This is an optimization exercise on Yosys and OpenROAD, whose aim is small area and a short achievable clock period, not a production implementation. The RTL was checked by simulation tests, not by an equivalence proof against the original design.

==> 08-25 <==
// DCT
module DCT #(parameter horizontal = 1) (
  input wire CLK, input wire RST, input wire i_stb,
  input wire [7:0] i_D0, i_D1, i_D2, i_D3, i_D4, i_D5, i_D6, i_D7,
  output wire o_stb,
  output wire signed [15:0] o_D0, o_D1, o_D2, o_D3, o_D4, o_D5, o_D6, o_D7
);
clock: 8.0 ns
lec_check: 0
abc_clock_period_in_ps: 3000
cap_margin: 20
core_margin: 2
core_utilization: 40
cts_cluster_diameter: 110
cts_cluster_size: 32
place_density: 0.6
setup_slack_margin: 5
slew_margin: 20
synth_hierarchical: 1
synth_minimum_keep_size: 0
standard.sh (not shown) runs the stock make flow with config.mk's settings and CLKGATE_MAP_FILE= SYNTH_SCRIPT=/design/flow/synth_recipe.tcl, a recipe that flattens the netlist after the stock synthesis.
==> flow/flow/run.sh <==
#!/bin/bash
# Own layout flow: the standard layout (standard.sh, standard synthesis unchanged),
# with a tighter setup-repair target and plain buffers on the ports.
# Knobs are set in flow/knobs.txt (one make assignment per line).
set -euo pipefail
here=$(pwd)
python3 - "$here" <<'PY'
import sys, shlex
here = sys.argv[1]
s = open(here + '/standard.sh').read()
knobs = [l.strip() for l in open(here + '/flow/knobs.txt') if l.strip() and not l.startswith('#')]
extra = ' '.join(shlex.quote(k) for k in knobs)
s = s.replace('"${@:-finish}"', extra + ' "${@:-finish}"')
open(here + '/standard_own.sh', 'w').write(s)
PY
bash standard_own.sh > "$here/flow_make.log" 2>&1
==> flow/flow/knobs.txt <==
SETUP_SLACK_MARGIN=5.15
BUFFER_PORTS_ARGS=-buffer_cell sky130_fd_sc_hd__buf_2
==> 06-09 (differences from 08-25) <==
==> flow/flow/knobs.txt (replaced) <==
SETUP_SLACK_MARGIN=5.2
BUFFER_PORTS_ARGS=-buffer_cell sky130_fd_sc_hd__buf_1
--- a/flow/config.mk
+++ b/flow/config.mk
@@ -11,4 +11,4 @@
 export CORE_UTILIZATION = 40
-export CTS_CLUSTER_DIAMETER = 110
-export CTS_CLUSTER_SIZE = 32
+export CTS_CLUSTER_DIAMETER = 90
+export CTS_CLUSTER_SIZE = 24
 export PLACE_DENSITY = 0.6
==> 05-14 (differences from 08-25) <==
--- a/flow/config.mk
+++ b/flow/config.mk
@@ -11,4 +11,4 @@
 export CORE_UTILIZATION = 40
-export CTS_CLUSTER_DIAMETER = 110
-export CTS_CLUSTER_SIZE = 32
+export CTS_CLUSTER_DIAMETER = 90
+export CTS_CLUSTER_SIZE = 24
 export PLACE_DENSITY = 0.6
==> summary of the runs <==
Against 08-25, the core utilization of 06-09 is higher by 0.55 points. Between 06-09 and 05-14, the lower hold slack is in 05-14 (gap 0.0044 ns). Maximum frequency: 05-14 is lower than 06-09 (about 1.2%). Final cell count, lowest first: 08-25, 05-14, 06-09. Worst setup slack: 08-25 > 06-09 > 05-14. In 08-25 the register-to-register slack is lower than in 06-09, by 0.05 ns. Synthesized area is the same in 05-14 and 06-09. Against 08-25, the global-route usage of 05-14 is higher by 0.094 points.
==> figures <==
metric                                                                  08-25                    06-09                    05-14
Status                                                complete, no violations  complete, no violations  complete, no violations
Tightest slew margin relative to the limit                             36.86%                   35.02%                   33.46%
Multi-input gate area in the final layout                           21370 µm²                21480 µm²                21380 µm²
# clk buffers                                                              29                       39                       37
Routed length on met3                                                5.352 mm                 4.467 mm                 4.931 mm
Placed Area                                                         36950 µm²                36730 µm²                36950 µm²
Final core area utilization                                            44.05%                   44.60%                   44.43%
Vias in the first global route                                          20790                    20980                    20840
Global-route total usage across every layer                            18.27%                   18.45%                   18.37%
Max Clk Rate                                                        356.2 MHz                355.3 MHz                351.2 MHz
Multi-input gate share of the layout cell area                         55.76%                   55.34%                   55.30%
Data required time at the worst endpoint                              8.51 ns                  8.52 ns                  8.47 ns
Pin count of the biggest net entering global routing                       33                       25                       25
Register-to-Register Setup Slack                                      5.19 ns                  5.24 ns                  5.19 ns
Max Fanout on Critical Path                                                 6                        3                        2
Worst reg-to-reg path cell count                                            4                        4                        7
Hpwl dp                                                              62.78 mm                 62.59 mm                 62.78 mm
Fraction of area in registers                                          31.12%                   30.83%                   30.86%
# resized after CTS                                                        62                       99                       60
Fraction of met2 tracks used by global routing                         29.62%                   30.43%                   29.43%
Routed metal-1 wire length                                           35.49 mm                 36.27 mm                 36.04 mm

-- what the ideal ports hide --
The results above use ideal ports. As a check the final layouts listed here were re-extracted and re-timed, cells and wires unchanged. Step 1 (the two cells are an assumption about what drives the block):
set clk [get_ports {CLK}]
set_driving_cell -lib_cell sky130_fd_sc_hd__clkbuf_16 $clk
set_driving_cell -lib_cell sky130_fd_sc_hd__buf_2 [delete_from_list [all_inputs] $clk]
Step 2 times the ports against the registers' clock, not the clock port: input delays grow and output delays shrink by t, the midpoint of the rising clock arrivals with the driver on. a / b / c = no drivers / after step 1 / after step 2; a / b = the first two.
run	t (ns)	setup WS [ns]	slew at the worst register clock pin (ns)	worst data-port slew with drivers (ns)
08-25	0.671	5.193 / 5.170 / 4.499	0.12 / 0.12	0.08
06-09	0.643	5.186 / 5.169 / 4.525	0.10 / 0.10	0.12
05-14	0.639	5.152 / 5.155 / 4.516	0.10 / 0.10	0.09
After both steps setup and hold are still met in every run listed. The setup slack of 08-25, which loses most, moves by -0.023 ns with the drivers and by -0.694 ns with both steps.
